This is an optimization exercise on Yosys and OpenROAD, whose aim is small area and a short achievable clock period, not a production implementation. Where RTL was checked, it was by simulation tests only, not by an equivalence proof against the original. Power and IR drop assume default switching activity.

Setup of main:
==> flow/design.v <==
module rc_next(
    input  wire        done,
    input  wire        stage_flag,
    input  wire [19:0] des,
    input  wire [1:0]  colh,
    input  wire [19:0] s1,
    input  wire [7:0]  g,
    output wire [19:0] des_n,
    output wire [1:0]  colh_n,
    output wire [19:0] s1_n,
    output wire [7:0]  g_n,
    output wire [10:0] fr_n,
    output wire        stage_n,
    output wire        done_n,
    input  wire        a1,
    input  wire        a384,
    output wire        a1_n,
    output wire        a384_n,
    output wire        c7_n,
    output wire        c9_n,
    output wire        c4_n,
    output wire        c13_n,
    output wire        c17_n
);
  wire live = ~done;
  wire [8:0] col = {colh, des[6:0]};
  wire lo127  = &des[6:0];
  wire col0   = (colh == 2'd0) & ~|des[6:0];
  wire c383   = (colh == 2'd2) & lo127;              
  wire c384   = (colh == 2'd3);                      
  wire dz     = ~|des;
  wire end0   = (des == 20'd552959);                 
  wire d147   = (des == 20'd147456);
  wire d294   = (des == 20'd294912);
  wire d442   = (des == 20'd442368);
  wire cwrap = stage_flag ? c384 : c383;
  wire last  = live & (stage_flag ? (c384 & d442) : end0);
  assign stage_n = stage_flag | last;
  assign done_n  = done | (last & stage_flag);
  reg  [19:0] des_inc;
  reg         dc;
  integer     i;
  always @* begin
    dc = live & ~(stage_flag & c384);
    for (i = 0; i < 20; i = i + 1) begin
      des_inc[i] = des[i] ^ dc;
      dc = dc & des[i];
    end
  end
  assign des_n  = last ? 20'd0 : des_inc;
  assign colh_n = (live & cwrap) ? 2'd0 : colh + {1'b0, live & lo127};
  reg  [7:0] g_add;
  reg        gc;
  reg  [7:0] gk;
  integer    j;
  always @* begin
    gk = stage_flag ? ((live & c384) ? 8'd64 : 8'd0) : 8'd171;
    gc = 1'b0;
    for (j = 0; j < 8; j = j + 1) begin
      g_add[j] = g[j] ^ gk[j] ^ gc;
      gc = (g[j] & gk[j]) | (gc & (g[j] ^ gk[j]));
    end
  end
  assign g_n = (~stage_flag & c383) ? 8'd0 : g_add;
  wire [7:0] gmask = stage_flag       ? 8'hFF :
                     (col >= 9'd306)  ? 8'h80 :
                     (col >= 9'd153)  ? 8'hC0 :
                     (col >= 9'd76)   ? 8'hE0 :
                     (col >= 9'd38)   ? 8'hF0 :
                     (col >= 9'd19)   ? 8'hF8 :
                     (col >= 9'd9)    ? 8'hFC :
                     (col >= 9'd4)    ? 8'hFE : 8'hFF;
  wire [7:0] gm = g_n & gmask;
  reg  [2:0] q;
  always @* begin
    casez (gm)
      8'b1???????: q = 3'd7;
      8'b01??????: q = 3'd6;
      8'b001?????: q = 3'd5;
      8'b0001????: q = 3'd4;
      8'b00001???: q = 3'd3;
      8'b000001??: q = 3'd2;
      8'b0000001?: q = 3'd1;
      default:     q = 3'd0;
    endcase
  end
  wire [7:0]  gn = gm << (3'd7 - q);
  assign fr_n = (gm == 8'd0) ? 11'd0 : {4'd7 + {1'b0, q}, gn[6:0]};
  wire carry = (g < 8'd171);      
  reg  [1:0]  kl;                 
  reg  [12:0] kh;                 
  always @* begin
    kl = 2'd1; kh = 13'd0;
    if (done) kl = 2'd0;
    else if (~stage_flag) begin
      if (col0) begin
        if (dz) kl = 2'd0;
        else begin kl = 2'd2; kh = -13'd5; end
      end else if (c383) kh = end0 ? -13'd7195 : 13'd5;
      else kl = carry ? 2'd2 : 2'd1;
    end else begin
      if (col0) begin
        if (dz) begin kl = 2'd3; kh = -13'd5; end
        else if (d147 | d294) kh = -13'd1434;
        else kh = (des[8:7] == 2'd0) ? 13'd6 : 13'd3;
      end else if (c384) begin
        kl = 2'd0;
        if (d147 | d294) kh = 13'd1437;
        else if (d442)   kh = -13'd2883;
        else             kh = -13'd3;
      end
    end
  end
  reg  [6:0]  l_sum;
  reg  [12:0] h_sum;
  reg         lc, hc;
  integer     k;
  always @* begin
    lc = 1'b0;
    for (k = 0; k < 7; k = k + 1) begin
      l_sum[k] = s1[k] ^ (k < 2 ? kl[k] : 1'b0) ^ lc;
      lc = (k < 2 ? (s1[k] & kl[k]) : 1'b0) | (lc & (s1[k] ^ (k < 2 ? kl[k] : 1'b0)));
    end
    hc = lc;
    for (k = 0; k < 13; k = k + 1) begin
      h_sum[k] = s1[7+k] ^ kh[k] ^ hc;
      hc = (s1[7+k] & kh[k]) | (hc & (s1[7+k] ^ kh[k]));
    end
  end
  assign s1_n = {h_sum, l_sum};
  assign a1_n   = live ? ~stage_flag : a1;
  assign a384_n = live ? stage_flag : a384;
  assign c7_n   = a1_n & (&s1_n[6:0]);
  assign c9_n   = a384_n ? (s1_n[8] | s1_n[7]) : (a1_n & (&s1_n[8:0]));
  assign c4_n   = a1_n & (&s1_n[3:0]);
  assign c13_n  = c9_n & (&s1_n[12:9]);
  assign c17_n  = c13_n & (&s1_n[16:13]);
endmodule
module rc_hold #(parameter W = 1) (
    input  wire         en,
    input  wire [W-1:0] nx,
    input  wire [W-1:0] q,
    output wire [W-1:0] d
);
  assign d = en ? nx : q;
endmodule
module resize_controller(
    clk,
    reset_n,
    enable,
    src_addr1,
    src_addr2,
    des_addr,
    stage_flag,
    fraction_part,
    done
);
  input wire clk;
  input wire reset_n;
  input wire enable;
  output reg  done, stage_flag;
  output wire [23-1:0] src_addr1, src_addr2;
  output wire [23-1:0] des_addr;
  output wire [15:0] fraction_part;
  reg [19:0] des;       
  reg [1:0]  colh;      
  reg [19:0] s1;        
  reg [7:0]  g;         
  reg [10:0] fr;        
  assign des_addr      = {3'b000, des};
  assign src_addr1     = {3'b000, s1};
  reg         a1, a384, c7, c9, c4, c13, c17;
  wire        a1_n, a384_n, c7_n, c9_n, c4_n, c13_n, c17_n;
  reg  [19:0] s2;
  integer     m;
  always @* begin
    for (m = 0; m < 4; m = m + 1)
      s2[m] = s1[m] ^ (a1 & (&(s1[3:0] | ~((4'd1 << m) - 4'd1))));
    for (m = 4; m < 7; m = m + 1)
      s2[m] = s1[m] ^ (c4 & (&(s1[6:4] | ~((3'd1 << (m - 4)) - 3'd1))));
    s2[7] = s1[7] ^ (a384 | c7);
    s2[8] = s1[8] ^ (a384 ? ~s1[7] : (c7 & s1[7]));
    for (m = 9; m < 13; m = m + 1)
      s2[m] = s1[m] ^ (c9 & (&(s1[12:9] | ~((4'd1 << (m - 9)) - 4'd1))));
    for (m = 13; m < 17; m = m + 1)
      s2[m] = s1[m] ^ (c13 & (&(s1[16:13] | ~((4'd1 << (m - 13)) - 4'd1))));
    for (m = 17; m < 20; m = m + 1)
      s2[m] = s1[m] ^ (c17 & (&(s1[19:17] | ~((3'd1 << (m - 17)) - 3'd1))));
  end
  assign src_addr2 = {3'b000, s2};
  assign fraction_part = {2'b00, fr, 3'b000};
  wire [19:0] des_n, s1_n;
  wire [1:0]  colh_n;
  wire [7:0]  g_n;
  wire [10:0] fr_n;
  wire        stage_n, done_n;
  rc_next u_next (
    .done(done), .stage_flag(stage_flag), .des(des), .colh(colh), .s1(s1), .g(g),
    .des_n(des_n), .colh_n(colh_n), .s1_n(s1_n), .g_n(g_n), .fr_n(fr_n),
    .stage_n(stage_n), .done_n(done_n),
    .a1(a1), .a384(a384), .a1_n(a1_n), .a384_n(a384_n), .c7_n(c7_n), .c9_n(c9_n),
    .c4_n(c4_n), .c13_n(c13_n), .c17_n(c17_n)
  );
  localparam N = 20 + 2 + 20 + 8 + 11 + 2 + 7;
  wire [N-1:0] d;
  rc_hold #(.W(N)) u_hold (
    .en(enable),
    .nx({des_n, colh_n, s1_n, g_n, fr_n, stage_n, done_n, a1_n, a384_n, c7_n, c9_n, c4_n, c13_n, c17_n}),
    .q ({des,   colh,   s1,   g,   fr,   stage_flag, done, a1, a384, c7, c9, c4, c13, c17}),
    .d (d)
  );
  always @(posedge clk or negedge reset_n) begin
    if (~reset_n) begin
      des        <= 0;
      colh       <= 0;
      s1         <= 0;
      g          <= 0;
      fr         <= 0;
      stage_flag <= 0;
      done       <= 0;
      a1         <= 0;
      a384       <= 0;
      c7         <= 0;
      c9         <= 0;
      c4         <= 0;
      c13        <= 0;
      c17        <= 0;
    end else begin
      {des, colh, s1, g, fr, stage_flag, done, a1, a384, c7, c9, c4, c13, c17} <= d;
    end
  end
endmodule
==> flow/config.mk <==
export PLATFORM = sky130hd
export DESIGN_NAME = resize_controller
export DESIGN_NICKNAME = resize_controller
export VERILOG_FILES = /design/flow/design.v
export SDC_FILE = /design/flow/constraint.sdc
export NUM_CORES = 4
export LEC_CHECK = 0
export CAP_MARGIN = 20
export CORE_MARGIN = 2
export CORE_UTILIZATION = 40
export PLACE_DENSITY = 0.6
export SLEW_MARGIN = 20
==> flow/constraint.sdc <==
create_clock -name core_clock -period 32.0 [get_ports {clk}]
set_input_delay 6.4000 -clock core_clock [delete_from_list [all_inputs] [get_ports {clk}]]
set_output_delay 6.4000 -clock core_clock [all_outputs]
set_load 0.01 [all_outputs]
standard.sh (not shown) runs the stock make flow with config.mk's settings and CLKGATE_MAP_FILE= SYNTH_SCRIPT=/design/flow/synth_recipe.tcl, a recipe that flattens the netlist after the stock synthesis.
==> flow/flow/run.sh <==
#!/bin/bash
set -euo pipefail
bash standard.sh "BUFFER_PORTS_ARGS=-buffer_cell sky130_fd_sc_hd__buf_1" \
  "CTS_ARGS=-sink_clustering_enable -repair_clock_nets -dont_use_dummy_load -buf_list sky130_fd_sc_hd__clkbuf_4 -root_buf sky130_fd_sc_hd__clkbuf_8" \
  "SETUP_SLACK_MARGIN=24.0" finish > flow_make.log 2>&1
### main -> the feature branch
--- a/flow/design.v
+++ b/flow/design.v
@@ -88,32 +88,38 @@
   assign fr_n = (gm == 8'd0) ? 11'd0 : {4'd7 + {1'b0, q}, gn[6:0]};
   wire carry = (g < 8'd171);      
   reg  [1:0]  kl;                 
-  reg  [12:0] kh;                 
-  always @* begin
-    kl = 2'd1; kh = 13'd0;
+  reg  [3:0]  kh;                 
+  reg         ld;                 
+  reg  [12:0] hv;
+  always @* begin
+    kl = 2'd1; kh = 4'd0; ld = 1'b0; hv = 13'd0;
     if (done) kl = 2'd0;
     else if (~stage_flag) begin
       if (col0) begin
         if (dz) kl = 2'd0;
-        else begin kl = 2'd2; kh = -13'd5; end
-      end else if (c383) kh = end0 ? -13'd7195 : 13'd5;
-      else kl = carry ? 2'd2 : 2'd1;
+        else begin kl = 2'd2; kh = -4'd5; end
+      end else if (c383) begin
+        if (end0) begin ld = 1'b1; hv = 13'd4; end
+        else kh = 4'd5;
+      end else kl = carry ? 2'd2 : 2'd1;
     end else begin
       if (col0) begin
-        if (dz) begin kl = 2'd3; kh = -13'd5; end
-        else if (d147 | d294) kh = -13'd1434;
-        else kh = (des[8:7] == 2'd0) ? 13'd6 : 13'd3;
+        if (dz) begin kl = 2'd3; kh = -4'd5; end
+        else if (d147) begin ld = 1'b1; hv = 13'd1440; end
+        else if (d294) begin ld = 1'b1; hv = 13'd2880; end
+        else kh = (des[8:7] == 2'd0) ? 4'd6 : 4'd3;
       end else if (c384) begin
         kl = 2'd0;
-        if (d147 | d294) kh = 13'd1437;
-        else if (d442)   kh = -13'd2883;
-        else             kh = -13'd3;
+        if (d147)      begin ld = 1'b1; hv = 13'd2874; end
+        else if (d294) begin ld = 1'b1; hv = 13'd4314; end
+        else if (d442) begin ld = 1'b1; hv = 13'd1434; end
+        else kh = -4'd3;
       end
     end
   end
   reg  [6:0]  l_sum;
   reg  [12:0] h_sum;
-  reg         lc, hc;
+  reg         lc, hc, pinc, pdec;
   integer     k;
   always @* begin
     lc = 1'b0;
@@ -122,12 +128,19 @@
       lc = (k < 2 ? (s1[k] & kl[k]) : 1'b0) | (lc & (s1[k] ^ (k < 2 ? kl[k] : 1'b0)));
     end
     hc = lc;
-    for (k = 0; k < 13; k = k + 1) begin
+    for (k = 0; k < 3; k = k + 1) begin
       h_sum[k] = s1[7+k] ^ kh[k] ^ hc;
       hc = (s1[7+k] & kh[k]) | (hc & (s1[7+k] ^ kh[k]));
     end
-  end
-  assign s1_n = {h_sum, l_sum};
+    pinc = hc & ~kh[3];
+    pdec = ~hc & kh[3];
+    for (k = 3; k < 13; k = k + 1) begin
+      h_sum[k] = s1[7+k] ^ (pinc | pdec);
+      pinc = pinc & s1[7+k];
+      pdec = pdec & ~s1[7+k];
+    end
+  end
+  assign s1_n = {ld ? hv : h_sum, l_sum};
   assign a1_n   = live ? ~stage_flag : a1;
   assign a384_n = live ? stage_flag : a384;
   assign c7_n   = a1_n & (&s1_n[6:0]);
Results
Where switching power is concerned, main is outperformed by the feature branch.
Diff main -> the feature branch: power in sequential cells fell by about 28%; synthesized area +8.2%.
In the feature branch, the met3 track utilization from global routing came out 0.88 points above the value in main.
First-pass GRT wire length in the feature branch is 4400 um higher than in main
Between the feature branch and main, it is the feature branch whose routed wire length is higher, by about 23%.
Of the feature branch and main, it is the feature branch that has the higher final worst clock skew.
The count of fill cells added during filler insertion in the feature branch was higher than what main gave.
The RTL of main was laid out without a check of its function.

-- port drivers added, routing unchanged --
No port has a modelled driver above. Below, the same layouts with a new extraction and two added sets of constraints.
Step 1 assumes that a clkbuf_16 drives the clock port and a buf_2 every other input.
Step 2 times the ports against the registers' clock, not the clock port: input delays grow and output delays shrink by t, the midpoint of the rising clock arrivals with the driver on.
Three values: no drivers, after step 1, after step 2; two values: the first two.
run | t, ns | setup slack, ns | worst data-port slew with drivers (ns)
main | 0.390 | 24.153 / 24.162 / 23.772 | 0.03
the feature branch | 0.380 | 24.160 / 24.126 / 23.814 | 0.03
After both steps every run listed still meets setup and hold. The setup slack of main, which loses most, moves by +0.009 ns with the drivers and by -0.381 ns with both steps.
